This design comes from an exercise in tuning for small area and a short achievable clock period on the open sky130 flow, not from production work.
The RTL was checked by simulation tests, not by an equivalence proof against the original design.
Power figures rest on the tool's default switching activity, not on a simulated workload.

==> flow/run.sh <==
#!/bin/bash
# synth_recipe.tcl (not shown) runs the flow's synth.tcl, then flattens the netlist and writes it again
# the make line also repeats each setting of config.mk as NAME=value (left out here)
make -C /OpenROAD-flow-scripts/flow DESIGN_CONFIG=/design/flow/config.mk WORK_HOME=/design/flow/orfs CLKGATE_MAP_FILE= SYNTH_SCRIPT=/design/flow/synth_recipe.tcl finish
==> flow/config.mk <==
export PLATFORM = sky130hd
export DESIGN_NAME = cic_decimator
export DESIGN_NICKNAME = cic_decimator
export VERILOG_FILES = /design/flow/design.v
export SDC_FILE = /design/flow/constraint.sdc
export NUM_CORES = 4
export LEC_CHECK = 0
export CAP_MARGIN = 20
export CORE_MARGIN = 2
export CORE_UTILIZATION = 40
export SLEW_MARGIN = 20
==> flow/design.v <==
module cic_rca #(
    parameter W = 8
) (
    input  wire [W-1:0] a,
    input  wire [W-1:0] b,
    input  wire         ci,
    output wire [W-1:0] s,
    output wire         co
);
    wire [W:0] c;
    assign c[0] = ci;
    genvar i;
    generate
        for (i = 0; i < W; i = i + 1) begin : B
            assign s[i]   = a[i] ^ b[i] ^ c[i];
            assign c[i+1] = (a[i] & b[i]) | (c[i] & (a[i] ^ b[i]));
        end
    endgenerate
    assign co = c[W];
endmodule
module cic_decimator (
    input   wire            clk         ,
    input   wire            rst         ,
    input   wire    [11:0]  din         ,
    input   wire            din_valid   ,
    output  wire    [36:0]  dout        ,
    output  wire            dout_valid
);
    localparam W  = 37;
    localparam N  = 5;
    localparam K  = 3;                        
    function integer LO(input integer k);
        LO = (k == 0) ? 0 : (k == 1) ? 12 : (k == 2) ? 25 : 37;
    endfunction
    function integer WD(input integer k);
        WD = LO(k + 1) - LO(k);
    endfunction
    wire acc_in = din_valid & ~rst;
    reg  [11:0] xr;
    reg  [3:0]  cnt;
    reg  [N+K:0] vd;                  
    reg  [N+K:0] dd;                  
    reg  [K-1:0] sg;                  
    always @(posedge clk) begin
        if (rst) begin
            xr  <= 12'd0;
            cnt <= 4'd0;
            vd  <= {(N+K+1){1'b0}};
            dd  <= {(N+K+1){1'b0}};
            sg  <= {K{1'b0}};
        end else begin
            xr  <= din_valid ? din : 12'd0;
            if (din_valid) cnt <= cnt + 4'd1;
            vd  <= {vd[N+K-1:0], din_valid};
            dd  <= {dd[N+K-1:0], din_valid & (cnt == 4'd15)};
            sg  <= {sg[K-2:0], xr[11]};
        end
    end
    wire [W-1:0] acc [1:N];
    genvar i, k;
    generate
        for (i = 1; i <= N; i = i + 1) begin : INT
            for (k = 0; k < K; k = k + 1) begin : S
                reg  [WD(k)-1:0] a;
                wire [WD(k)-1:0] b;
                wire [WD(k)-1:0] s;
                wire             ci, co;
                if (i == 1) begin : IN
                    if (k == 0) assign b = xr;
                    else        assign b = {WD(k){sg[k-1]}};
                end else begin : IN
                    assign b = acc[i-1][LO(k) +: WD(k)] & {WD(k){vd[i+k-1]}};
                end
                if (k == 0) begin : C
                    assign ci = 1'b0;
                end else begin : C
                    reg c;
                    always @(posedge clk) c <= rst ? 1'b0 : INT[i].S[k-1].co;
                    assign ci = c;
                end
                cic_rca #(.W(WD(k))) u_add (.a(a), .b(b), .ci(ci), .s(s), .co(co));
                always @(posedge clk) a <= rst ? {WD(k){1'b0}} : s;
                assign acc[i][LO(k) +: WD(k)] = a;
            end
        end
    endgenerate
    reg  [2:0] ph;                    
    reg        pend, run;
    reg  [1:0] grp;                   
    reg  [K-1:1] act_d, byp_d, last_d;
    reg        vout;
    wire cap0  = dd[N];
    wire go    = (cap0 | pend) & (ph == 3'd0);
    wire act0  = go | (run & (ph != 3'd0));
    wire byp0  = go & cap0;
    wire last0 = act0 & (ph == 3'd4);
    wire [K-1:0] act  = {act_d,  act0};
    wire [K-1:0] byp  = {byp_d,  byp0};
    wire [K-1:0] last = {last_d, last0};
    wire         mask = grp[1];
    always @(posedge clk) begin
        if (rst) begin
            ph     <= 3'd0;
            pend   <= 1'b0;
            run    <= 1'b0;
            grp    <= 2'd0;
            act_d  <= {(K-1){1'b0}};
            byp_d  <= {(K-1){1'b0}};
            last_d <= {(K-1){1'b0}};
            vout   <= 1'b0;
        end else begin
            ph     <= (ph == 3'd4) ? 3'd0 : ph + 3'd1;
            pend   <= (cap0 | pend) & ~go;
            run    <= act0 & ~last0;
            act_d  <= act[K-2:0];
            byp_d  <= byp[K-2:0];
            last_d <= last[K-2:0];
            vout   <= last[K-1];
            if (last[K-1] && !grp[1]) grp <= grp + 2'd1;
        end
    end
    generate
        for (k = 0; k < K; k = k + 1) begin : CB
            reg  [WD(k)-1:0] cur;
            reg  [N*WD(k)-1:0] rn;            
            reg  [N*WD(k)-1:0] ro;            
            wire [WD(k)-1:0] d5 = acc[N][LO(k) +: WD(k)];
            wire [WD(k)-1:0] opnd = byp[k] ? d5 : cur;
            wire [WD(k)-1:0] rn0  = rn[WD(k)-1:0];
            wire [WD(k)-1:0] ro0  = ro[WD(k)-1:0];
            wire [WD(k)-1:0] old  = ro0 & {WD(k){mask}};
            wire [WD(k)-1:0] diff;
            wire             ci, co;
            if (k == 0) begin : C
                assign ci = 1'b1;
            end else begin : C
                reg c;
                always @(posedge clk) c <= CB[k-1].co;
                assign ci = c;
            end
            cic_rca #(.W(WD(k))) u_sub (.a(opnd), .b(~old), .ci(ci), .s(diff), .co(co));
            always @(posedge clk) begin
                rn <= {act[k] ? opnd : rn0, rn[N*WD(k)-1:WD(k)]};
                ro <= {act[k] ? rn0  : ro0, ro[N*WD(k)-1:WD(k)]};
                if (act[k])
                    cur <= diff;
                else if (dd[N+k])
                    cur <= d5;
            end
            assign dout[LO(k) +: WD(k)] = cur;
        end
    endgenerate
    assign dout_valid = vout;
endmodule
==> flow/constraint.sdc <==
create_clock -name core_clock -period 13.0 [get_ports {clk}]
set_input_delay 2.6000 -clock core_clock [delete_from_list [all_inputs] [get_ports {clk}]]
set_output_delay 2.6000 -clock core_clock [all_outputs]
set_load 0.01 [all_outputs]
==> results.txt <==
registers in the layout (all words and copies together), names as in the netlist:
register,count
grp,2
CB.ro,185
pend,1
CB.cur,37
vout,1
dd,8
vd,7
CB.C.c,2
CB.rn,185
ph,3
sg,2
INT.S.a,185
INT.S.C.c,10
cnt,4
run,1
last_d,2
byp_d,2
act_d,2
xr,12
power by group:
group          internal (W)  switching [W]  leakage, nW
clock network       0.00116       0.000766         1.11
logic             0.0000171      0.0000248         4.62
registers           0.00205      0.0000151         5.32
cell type report:
class	count	area, sq um
clock buffer	94	1910
clock inverter	27	345
fill	5060	30100
inverter	85	319
multi-input combinational	931	8800
sequential	651	13400
tap	756	946
timing repair buffer	58	587
path summary, 6_finish.rpt:
path,start,to,slack (ns),depth (start not counted)
setup / recovery,byp_d[1]$_SDFF_PP0_,CB[1].cur[12]$_DFFE_PP_,5.71,19
hold / removal,CB[0].ro[14]$_DFF_P_,CB[0].ro[2]$_DFF_P_,0.31,0
setup reg to reg,byp_d[1]$_SDFF_PP0_,CB[1].cur[12]$_DFFE_PP_,5.71,19
hold reg to reg,CB[0].ro[14]$_DFF_P_,CB[0].ro[2]$_DFF_P_,0.31,0
synthesized netlist by cell type:
cell type | instances | area (sq um)
sky130_fd_sc_hd__clkbuf_1 | 46 | 173
sky130_fd_sc_hd__o221a_1 | 6 | 67.6
sky130_fd_sc_hd__o221a_2 | 6 | 67.6
sky130_fd_sc_hd__and4b_1 | 1 | 10.0
sky130_fd_sc_hd__a31oi_1 | 12 | 75.1
sky130_fd_sc_hd__o21ai_1 | 4 | 20.0
sky130_fd_sc_hd__and2b_4 | 1 | 10.0
sky130_fd_sc_hd__xor2_1 | 4 | 35.0
sky130_fd_sc_hd__buf_2 | 17 | 85.1
sky130_fd_sc_hd__nor2_1 | 81 | 304
sky130_fd_sc_hd__buf_1 | 9 | 33.8
sky130_fd_sc_hd__dfxtp_1 | 614 | 12300
sky130_fd_sc_hd__xnor2_1 | 13 | 114
sky130_fd_sc_hd__ha_1 | 9 | 113
sky130_fd_sc_hd__mux2i_4 | 1 | 22.5
sky130_fd_sc_hd__nand2_1 | 83 | 312
sky130_fd_sc_hd__o21ai_0 | 7 | 35.0
sky130_fd_sc_hd__or2_2 | 2 | 12.5
sky130_fd_sc_hd__fa_1 | 210 | 4200
sky130_fd_sc_hd__mux2_2 | 35 | 394
sky130_fd_sc_hd__and4_1 | 1 | 8.76
sky130_fd_sc_hd__nor3_1 | 1 | 5.00
sky130_fd_sc_hd__nand2b_1 | 2 | 12.5
sky130_fd_sc_hd__buf_6 | 1 | 11.3
sky130_fd_sc_hd__edfxtp_1 | 37 | 1110
sky130_fd_sc_hd__mux2_4 | 1 | 15.0
sky130_fd_sc_hd__a211oi_1 | 1 | 7.51
sky130_fd_sc_hd__a21oi_1 | 36 | 180
sky130_fd_sc_hd__mux2i_1 | 43 | 430
sky130_fd_sc_hd__and2_1 | 172 | 1080
sky130_fd_sc_hd__nand4_1 | 1 | 6.26
sky130_fd_sc_hd__inv_1 | 85 | 319
sky130_fd_sc_hd__nor3b_1 | 13 | 97.6
sky130_fd_sc_hd__or2_4 | 1 | 8.76
sky130_fd_sc_hd__nor2b_1 | 182 | 1140
sky130_fd_sc_hd__a21o_1 | 1 | 7.51
sky130_fd_sc_hd__nand3b_1 | 1 | 7.51
worst max-delay path, cell delays in order, from the launching register on:
cell,delay (ns)
sky130_fd_sc_hd__dfxtp_1,0.82
sky130_fd_sc_hd__mux2i_1,0.24
sky130_fd_sc_hd__fa_1,0.45
sky130_fd_sc_hd__fa_1,0.47
sky130_fd_sc_hd__fa_1,0.47
sky130_fd_sc_hd__fa_1,0.47
sky130_fd_sc_hd__fa_1,0.46
sky130_fd_sc_hd__fa_1,0.47
sky130_fd_sc_hd__fa_1,0.46
sky130_fd_sc_hd__fa_1,0.47
sky130_fd_sc_hd__fa_1,0.42
sky130_fd_sc_hd__inv_1,0.09
sky130_fd_sc_hd__fa_1,0.17
sky130_fd_sc_hd__inv_1,0.05
sky130_fd_sc_hd__fa_1,0.46
sky130_fd_sc_hd__fa_1,0.42
sky130_fd_sc_hd__inv_1,0.08
sky130_fd_sc_hd__fa_1,0.39
sky130_fd_sc_hd__nand2_1,0.07
sky130_fd_sc_hd__o21ai_0,0.08
cell usage in the layout (no fill, tap or decap), types with 3 or more instances in the layout:
cell / instances
sky130_fd_sc_hd__nor3b_1: 13
sky130_fd_sc_hd__inv_6: 4
sky130_fd_sc_hd__xnor2_1: 13
sky130_fd_sc_hd__nand2_1: 83
sky130_fd_sc_hd__ha_1: 9
sky130_fd_sc_hd__buf_4: 5
sky130_fd_sc_hd__dfxtp_2: 3
sky130_fd_sc_hd__mux2_2: 35
sky130_fd_sc_hd__fa_1: 210
sky130_fd_sc_hd__clkdlybuf4s50_1: 51
sky130_fd_sc_hd__and2_1: 172
sky130_fd_sc_hd__mux2i_1: 43
sky130_fd_sc_hd__clkbuf_1: 16
sky130_fd_sc_hd__xor2_1: 4
sky130_fd_sc_hd__a31oi_1: 12
sky130_fd_sc_hd__edfxtp_1: 37
sky130_fd_sc_hd__o221a_2: 6
sky130_fd_sc_hd__clkinv_2: 10
sky130_fd_sc_hd__o21ai_0: 7
sky130_fd_sc_hd__dfxtp_1: 611
sky130_fd_sc_hd__o21ai_1: 4
sky130_fd_sc_hd__inv_1: 85
sky130_fd_sc_hd__nor2_1: 81
sky130_fd_sc_hd__clkbuf_8: 9
sky130_fd_sc_hd__a21oi_1: 36
sky130_fd_sc_hd__o221a_1: 6
sky130_fd_sc_hd__bufinv_16: 6
sky130_fd_sc_hd__nor2b_1: 182
sky130_fd_sc_hd__clkbuf_16: 69
routing by layer:
layer  part of all wire  track usage  wire length [um]
met1               0.49        0.173             16800
met2               0.44        0.193             15200
met3              0.042       0.0299              1450
met4              0.026       0.0473               896
met5                  0            0                 0
through the flow:
stage          setup slack, ns  power [W]  hold slack, ns  instances  area [sq um]
2_1_floorplan             6.24    0.00214           0.310       1740         22800
3_3_place_gp              5.74    0.00215           0.310       2480         24000
3_5_place_dp              5.66    0.00215           0.312       2480         24000
4_1_cts                   5.66    0.00409           0.311       2601         26300
5_1_grt                   5.36    0.00419           0.324       2602         26300
6_report                  5.71    0.00403           0.312       2602         26300
cell families after synthesis:
logic type | count (synthesis) | synth area share
adders and majority gates | 219 | 0.189
buffers and inverters | 158 | 0.0272
AOI/OAI and AO/OA | 73 | 0.0202
and+or+nand+nor | 542 | 0.132
muxes | 80 | 0.0378
xor gates and xnor gates | 17 | 0.00652
DFF | 651 | 0.587
==> impl.org <==
** Clock tree
- The cell sitting at the root of the clock tree is a sky130_fd_sc_hd__clkbuf_16.
- Number of buffers created by CTS :: 67
- Total of hold buffers inserted after clock tree synthesis :: 0
- Number of cells upsized or downsized after cts :: 0
- Buffers from clock root to sink, at most :: 3
- CTS tree :: yes
- At the later pin of the worst-skew pair, clock insertion delay measures 0.59 ns.
- Clock tree synthesis found a total of 651 sinks.
- Clock-pin slew of the registers on the worst-case setup and hold paths :: 0.06 ns
- The clock tree synthesis step divided the H-tree into 3 levels.
- Post-CTS repair timing setup buffer count :: 0

** Critical path
- Worst Path Class, Setup :: reg -> reg
- Data on the critical path is required at its endpoint by 13.31 ns.
- The worst setup path is launched from a flip-flop.
- In this run the worst path has a maximum fanout of 14.
- The worst setup path is captured at a flip-flop.
- For the worst setup path, the data arrival time is 7.60 ns.

** GRT
- The first global-routing pass estimated 60.2 mm of wire.
- In the global route stage, overall resource usage came out at 0.126.
- The number of antenna violations at the first check in global routing is 0.
- Summed over all layers, the global routing overflow is 0.
- Vias in the first global route :: 11,800
- Entering global routing, the biggest net connects 132 pins.

** STA
- Number of endpoints failing setup at the final stage :: 0
- Maximum clock skew at final layout :: 0.0178 ns
- FMAX :: 137 MHz
- Least-Margin Pin Slew :: 0.969 ns
- Worst slew margin :: 0.354
- Final hold violations :: 0
- Of the available clock period, the critical path in the final layout requires 0.561.
- Setup repair after global routing left no endpoint under its margin.
- Setup total negative slack on the finished layout was measured at 0 ns.
- The routed design could run at a clock period as short as 7.29 ns.
- The number of max-slew violations in the final report came to 0.

** Routing
- After the first detailed-routing iteration, the DRC count stood at 439.
- Wirelength per Cell :: 13.2 um
- Per-cell via count in the routed design :: 4.25
- Routed wire length :: 34.4 mm
- The pre-antenna-repair detailed-routing pass consisted of 4 iterations.
- Antenna-violating nets left :: 0
- Total vias in the final route :: 11,100
- Number of remaining DRC errors :: 0

** Floorplan
- The initial utilization of the core area, before any placement, comes to 0.405.
- Area enclosed by the die boundary :: 0.0590 sq mm
- Number of top-level design ports :: 53
- After floorplanning, the core was sized to cover 0.0564 sq mm.
- The floorplan step set the die width to 243 um.
- Placement Rows :: 87
- From bottom edge to top edge, the die measures 243 um.

** Place
- HPWL after DPL :: 23.3 mm
- The congestion estimate from routability-driven global placement came to 0.740.
- I/O Buffers :: 52

** Power and ir drop
- The analysis attributes to cell leakage a power of 11.0 nW.
- Max VDD drop :: 99.3 uV
- Cell area power density :: 153 mW/mm^2

** Hold path
- In this run the worst hold path is classified as reg -> reg.

** Synthesis
- Each instance of the synthesized netlist takes up on average 13.1 sq um.
- Netlist cell types :: 37
- Number of nets in the synthesized netlist :: 1,974
- Cell count after synthesis :: 1,740
- Number of warnings printed during yosys synthesis :: 1
- For this run, the register share of the synthesized area comes to 0.587.
- Post-synthesis register bit count :: 651
- Mapped cell area :: 0.0228 sq mm

** Cells and area
- At the end of the flow the core is filled with cells to 0.467.
- For this run, the post-layout net count is 2,028.
- Area growth from synthesis to layout :: 15.3%
- Of the cells placed in the final design, the portion with a size suffix greater than 1 is 0.0872.
- The number of antenna diodes in the final layout is 0.

** Job
- Total of max-cap violations :: 0

** Status
- Result of the run :: complete, no violations

-- separate check: timing with driven ports --
In the flow no input, the clock included, has a driving cell. The finished layout below was timed again as built, in two steps.
Step 1 (the two cells are an assumption about what drives the block):
set clk [get_ports {clk}]
set_driving_cell -lib_cell sky130_fd_sc_hd__clkbuf_16 $clk
set_driving_cell -lib_cell sky130_fd_sc_hd__buf_2 [delete_from_list [all_inputs] $clk]
Step 2 adds t to the input delays and takes it off the output delays; t is the mean of the earliest and latest rising clock arrival at the registers after step 1. Input paths then give back, and output paths get back, about the clock's delay inside the block.
Slacks: ideal / step 1 / step 2; pairs: ideal / step 1.
t, ns: 0.637
setup WS [ns]: 5.709 / 5.709 / 5.709
worst slew at a driven data input, ns: 0.04
cell pins on the clock port's net: 1
After both steps this run still meets setup and hold. The setup slack of this run moves by 0.000 ns with the drivers and by 0.000 ns with both steps.
